This design comes from an exercise in tuning for small area, a short achievable clock period and few clock cycles on the open sky130 flow, not from production work.
RTL that was checked went through simulation tests only; none was proved equivalent to the original.

==> run a: inputs <==
Design LASER, start of the top module:
module LASER (
    input            CLK,
    input            RST,
    input      [3:0] X,
    input      [3:0] Y,
    output reg [3:0] C1X,
    output reg [3:0] C1Y,
    output reg [3:0] C2X,
    output reg [3:0] C2Y,
    output reg       DONE
);
clock: 11.0 ns
lec_check: 0
cap_margin: 20
core_margin: 2
core_utilization: 40
setup_slack_margin: 5
slew_margin: 20
run.sh (not shown) runs the stock make flow with config.mk's settings and CLKGATE_MAP_FILE= SYNTH_SCRIPT=/design/flow/synth_recipe.tcl, a recipe that flattens the netlist after the stock synthesis.
==> run b (differences from run a) <==
--- a/flow/design.v
+++ b/flow/design.v
@@ -11,17 +11,16 @@
 );
   reg [159:0] tx, ty;
   reg [39:0]  tm;
   reg         inp, inp_d;    
   reg  [5:0]  icnt;
   reg  [3:0]  yq;            
-  reg         aV, aM;        
+  reg         aV;            
   reg         bV, bM, bL, cV, cL, dV, dL, eV, eL, fV, fL;
   reg  [3:0]  bY, cY, dY, eY, fY;
   reg  [3:0]  mx;            
-  reg         pe;            
   reg         mv;            
   reg  [5:0]  B;
   reg  [1:0]  cnt;
   reg  [5:0]  bcnt;
   reg  [3:0]  bx, by;
   function [2:0] rclass(input [3:0] y, input [3:0] p);
@@ -104,52 +103,52 @@
   reg [2:0] ca35;
   reg [2:0] ca36;
   reg [2:0] ca37;
   reg [2:0] ca38;
   reg [2:0] ca39;
   always @(posedge CLK) begin
-    ca0 <= rclass(yq, ty[3:0]);
-    ca1 <= rclass(yq, ty[7:4]);
-    ca2 <= rclass(yq, ty[11:8]);
-    ca3 <= rclass(yq, ty[15:12]);
-    ca4 <= rclass(yq, ty[19:16]);
-    ca5 <= rclass(yq, ty[23:20]);
-    ca6 <= rclass(yq, ty[27:24]);
-    ca7 <= rclass(yq, ty[31:28]);
-    ca8 <= rclass(yq, ty[35:32]);
-    ca9 <= rclass(yq, ty[39:36]);
-    ca10 <= rclass(yq, ty[43:40]);
-    ca11 <= rclass(yq, ty[47:44]);
-    ca12 <= rclass(yq, ty[51:48]);
-    ca13 <= rclass(yq, ty[55:52]);
-    ca14 <= rclass(yq, ty[59:56]);
-    ca15 <= rclass(yq, ty[63:60]);
-    ca16 <= rclass(yq, ty[67:64]);
-    ca17 <= rclass(yq, ty[71:68]);
-    ca18 <= rclass(yq, ty[75:72]);
-    ca19 <= rclass(yq, ty[79:76]);
-    ca20 <= rclass(yq, ty[83:80]);
-    ca21 <= rclass(yq, ty[87:84]);
-    ca22 <= rclass(yq, ty[91:88]);
-    ca23 <= rclass(yq, ty[95:92]);
-    ca24 <= rclass(yq, ty[99:96]);
-    ca25 <= rclass(yq, ty[103:100]);
-    ca26 <= rclass(yq, ty[107:104]);
-    ca27 <= rclass(yq, ty[111:108]);
-    ca28 <= rclass(yq, ty[115:112]);
-    ca29 <= rclass(yq, ty[119:116]);
-    ca30 <= rclass(yq, ty[123:120]);
-    ca31 <= rclass(yq, ty[127:124]);
-    ca32 <= rclass(yq, ty[131:128]);
-    ca33 <= rclass(yq, ty[135:132]);
-    ca34 <= rclass(yq, ty[139:136]);
-    ca35 <= rclass(yq, ty[143:140]);
-    ca36 <= rclass(yq, ty[147:144]);
-    ca37 <= rclass(yq, ty[151:148]);
-    ca38 <= rclass(yq, ty[155:152]);
-    ca39 <= rclass(yq, ty[159:156]);
+    ca0 <= rclass(ya, ty[3:0]);
+    ca1 <= rclass(ya, ty[7:4]);
+    ca2 <= rclass(ya, ty[11:8]);
+    ca3 <= rclass(ya, ty[15:12]);
+    ca4 <= rclass(ya, ty[19:16]);
+    ca5 <= rclass(ya, ty[23:20]);
+    ca6 <= rclass(ya, ty[27:24]);
+    ca7 <= rclass(ya, ty[31:28]);
+    ca8 <= rclass(ya, ty[35:32]);
+    ca9 <= rclass(ya, ty[39:36]);
+    ca10 <= rclass(ya, ty[43:40]);
+    ca11 <= rclass(ya, ty[47:44]);
+    ca12 <= rclass(ya, ty[51:48]);
+    ca13 <= rclass(ya, ty[55:52]);
+    ca14 <= rclass(ya, ty[59:56]);
+    ca15 <= rclass(ya, ty[63:60]);
+    ca16 <= rclass(ya, ty[67:64]);
+    ca17 <= rclass(ya, ty[71:68]);
+    ca18 <= rclass(ya, ty[75:72]);
+    ca19 <= rclass(ya, ty[79:76]);
+    ca20 <= rclass(ya, ty[83:80]);
+    ca21 <= rclass(ya, ty[87:84]);
+    ca22 <= rclass(ya, ty[91:88]);
+    ca23 <= rclass(ya, ty[95:92]);
+    ca24 <= rclass(ya, ty[99:96]);
+    ca25 <= rclass(ya, ty[103:100]);
+    ca26 <= rclass(ya, ty[107:104]);
+    ca27 <= rclass(ya, ty[111:108]);
+    ca28 <= rclass(ya, ty[115:112]);
+    ca29 <= rclass(ya, ty[119:116]);
+    ca30 <= rclass(ya, ty[123:120]);
+    ca31 <= rclass(ya, ty[127:124]);
+    ca32 <= rclass(ya, ty[131:128]);
+    ca33 <= rclass(ya, ty[135:132]);
+    ca34 <= rclass(ya, ty[139:136]);
+    ca35 <= rclass(ya, ty[143:140]);
+    ca36 <= rclass(ya, ty[147:144]);
+    ca37 <= rclass(ya, ty[151:148]);
+    ca38 <= rclass(ya, ty[155:152]);
+    ca39 <= rclass(ya, ty[159:156]);
   end
   wire [8:0] lh0 = lohi(ca0, tx[7:4], tm[1]);
   wire hit0 = lh0[8] & (lh0[7:4] <= mx) & (mx <= lh0[3:0]);
   wire b0_0 = lh0[8] & (lh0[7:4] <= 4'd0) & (4'd0 <= lh0[3:0]);
   wire b0_1 = lh0[8] & (lh0[7:4] <= 4'd1) & (4'd1 <= lh0[3:0]);
   wire b0_2 = lh0[8] & (lh0[7:4] <= 4'd2) & (4'd2 <= lh0[3:0]);
@@ -2626,60 +2625,59 @@
     fc <= ce1_0; fi <= ie1_0;
   end
   wire       take = fV & (fc >= bcnt);
   wire [5:0] nbc = take ? fc : bcnt;
   wire [3:0] nbx = take ? fi : bx;
   wire [3:0] nby = take ? fY : by;
+  wire       pe  = fV & fL;                  
+  wire [3:0] ya  = pe ? nby : yq;            
   wire [3:0] ox = mv ? C2X : C1X;
   wire [3:0] oy = mv ? C2Y : C1Y;
-  wire       same = (bx == ox) && (by == oy);
-  wire       eqB  = (bcnt == B);
+  wire       same = (nbx == ox) && (nby == oy);
+  wire       eqB  = (nbc == B);
   wire       fin  = same | (eqB & (cnt == 2'd2));
   wire [3:0] hx = tx[3:0], hy = ty[3:0];
-  wire in00 = (hx <= 4'd4) && (hy <= 4'd4) && ({2'b0, hx} * {2'b0, hx} + {2'b0, hy} * {2'b0, hy} <= 6'd16);
+  wire in00 = ((hx == 4'd0) & (hy <= 4'd4)) | ((hx <= 4'd2) & (hy <= 4'd3)) |
+              ((hx <= 4'd3) & (hy <= 4'd2)) | ((hx <= 4'd4) & (hy == 4'd0));
   wire [39:0] hitv = {hit39,hit38,hit37,hit36,hit35,hit34,hit33,hit32,hit31,hit30,hit29,hit28,hit27,hit26,hit25,hit24,hit23,hit22,hit21,hit20,hit19,hit18,hit17,hit16,hit15,hit14,hit13,hit12,hit11,hit10,hit9,hit8,hit7,hit6,hit5,hit4,hit3,hit2,hit1,hit0};
   always @(posedge CLK) begin
     tx <= {tx[155:0], inp ? X : tx[159:156]};
     ty <= {ty[155:0], inp ? Y : ty[159:156]};
     if (bM)      tm <= {hitv[37:0], hitv[39:38]};
-    else if (aM) tm <= 40'd0;
+    else if (pe) tm <= 40'd0;
     else         tm <= {tm[38:1], inp_d ? in00 : tm[0], tm[39]};
     bY <= yq; cY <= bY; dY <= cY; eY <= dY; fY <= eY;
     bL <= (yq == 4'd15); cL <= bL; dL <= cL; eL <= dL; fL <= eL;
     bcnt <= nbc; bx <= nbx; by <= nby;
     if (RST) begin
       inp <= 1'b1; inp_d <= 1'b0; icnt <= 6'd0; DONE <= 1'b0;
-      aV <= 1'b0; aM <= 1'b0; bV <= 1'b0; bM <= 1'b0; cV <= 1'b0; dV <= 1'b0; eV <= 1'b0; fV <= 1'b0;
-      pe <= 1'b0;
+      aV <= 1'b0; bV <= 1'b0; bM <= 1'b0; cV <= 1'b0; dV <= 1'b0; eV <= 1'b0; fV <= 1'b0;
     end else begin
       inp_d <= inp;
-      bV <= aV & ~aM; bM <= aM; cV <= bV; dV <= cV; eV <= dV; fV <= eV;
-      pe <= 1'b0; aM <= 1'b0;
+      bV <= aV; bM <= pe; cV <= bV; dV <= cV; eV <= dV; fV <= eV;
       if (inp) begin
         icnt <= icnt + 6'd1;
         C1X <= 4'd0; C1Y <= 4'd0; C2X <= 4'd0; C2Y <= 4'd0;
         mv <= 1'b0; B <= 6'd0; cnt <= 2'd0; bcnt <= 6'd0;
         yq <= 4'd0;
         if (icnt == 6'd39) begin
           inp <= 1'b0; aV <= 1'b1;
         end
       end
       if (DONE) begin
         DONE <= 1'b0; inp <= 1'b1; icnt <= 6'd0;
       end
-      if (aV & ~aM) begin
+      if (aV) begin
         yq <= yq + 4'd1;
         if (yq == 4'd15) aV <= 1'b0;
       end
-      if (fV & fL) begin
-        pe <= 1'b1; aM <= 1'b1; yq <= nby; mx <= nbx;
-      end
       if (pe) begin
-        if (mv) begin C2X <= bx; C2Y <= by; end
-        else    begin C1X <= bx; C1Y <= by; end
-        B <= bcnt; cnt <= eqB ? cnt + 2'd1 : 2'd0;
+        mx <= nbx;
+        if (mv) begin C2X <= nbx; C2Y <= nby; end
+        else    begin C1X <= nbx; C1Y <= nby; end
+        B <= nbc; cnt <= eqB ? cnt + 2'd1 : 2'd0;
         bcnt <= 6'd0;
         if (fin) DONE <= 1'b1;
         else begin
           mv <= ~mv; aV <= 1'b1; yq <= 4'd0;
         end
       end
==> flow/flow/run.sh (new file) <==
#!/bin/bash
# The standard layout (standard.sh), with one change: the buffer that
# buffer_ports puts on every input and output port is sky130_fd_sc_hd__buf_2.
set -euo pipefail
bash standard.sh BUFFER_PORTS_ARGS="-buffer_cell sky130_fd_sc_hd__buf_2" finish > orfs_make.log 2>&1
==> flow/standard.sh (new file) <==
#!/bin/bash
# synth_recipe.tcl (not shown) runs the flow's synth.tcl, then flattens the netlist and writes it again
# the make line also repeats each setting of config.mk as NAME=value (left out here)
make -C /OpenROAD-flow-scripts/flow DESIGN_CONFIG=/design/flow/config.mk WORK_HOME=/design/flow/orfs CLKGATE_MAP_FILE= SYNTH_SCRIPT=/design/flow/synth_recipe.tcl "${@:-finish}"
--- a/flow/config.mk
+++ b/flow/config.mk
@@ -5,8 +5,7 @@
 export SDC_FILE = /design/flow/constraint.sdc
 export NUM_CORES = 4
 export LEC_CHECK = 0
 export CAP_MARGIN = 20
 export CORE_MARGIN = 2
 export CORE_UTILIZATION = 40
-export SETUP_SLACK_MARGIN = 5
 export SLEW_MARGIN = 20
removed: flow/run.sh
==> run c (differences from run a) <==
--- a/flow/config.mk
+++ b/flow/config.mk
@@ -5,8 +5,7 @@
 export SDC_FILE = /design/flow/constraint.sdc
 export NUM_CORES = 4
 export LEC_CHECK = 0
 export CAP_MARGIN = 20
 export CORE_MARGIN = 2
 export CORE_UTILIZATION = 40
-export SETUP_SLACK_MARGIN = 5
 export SLEW_MARGIN = 20
==> notes <==
- Of run b and run a, run b has the higher first-iteration DRC count (gap 14%, measured against run a).
- Run b completed without violations. Run c finished with timing, DRC and antenna clean. Run a went through all stages and came out clean.
- Via count is the same in run a and run c.
- Against run c, the design area of run b is lower by about 2%.
- Clock skew: run a is higher than run b (0.036 ns).
Testbench counts of run b, summed over its fixed seeds: cycles 6,950.
No functional check of the RTL was part of run a and run c.

==> separate check: timing with driven ports <==
The flow's constraints put no driver on any port. The routed layouts listed below were extracted and timed again, unchanged, in two steps. Step 1 assumes that a clkbuf_16 drives the clock port and a buf_2 every other input. Step 2 times the ports against the registers' clock, not the clock port: input delays grow and output delays shrink by t, the midpoint of the rising clock arrivals with the driver on. Three values: ideal, step 1, step 2; two values: the first two.
| run | t, ns | setup slack, ns | clock arrival spread, ns | worst data-port slew with drivers (ns) |
|---|---|---|---|---|
| run a | 0.865 | 6.446 / 6.446 / 6.446 | 0.087 / 0.087 | 0.04 |
| run b | 0.866 | 5.915 / 5.915 / 5.915 | 0.050 / 0.050 | 0.03 |
| run c | 0.865 | 6.446 / 6.446 / 6.446 | 0.087 / 0.087 | 0.04 |
After both steps every run listed still meets setup and hold.
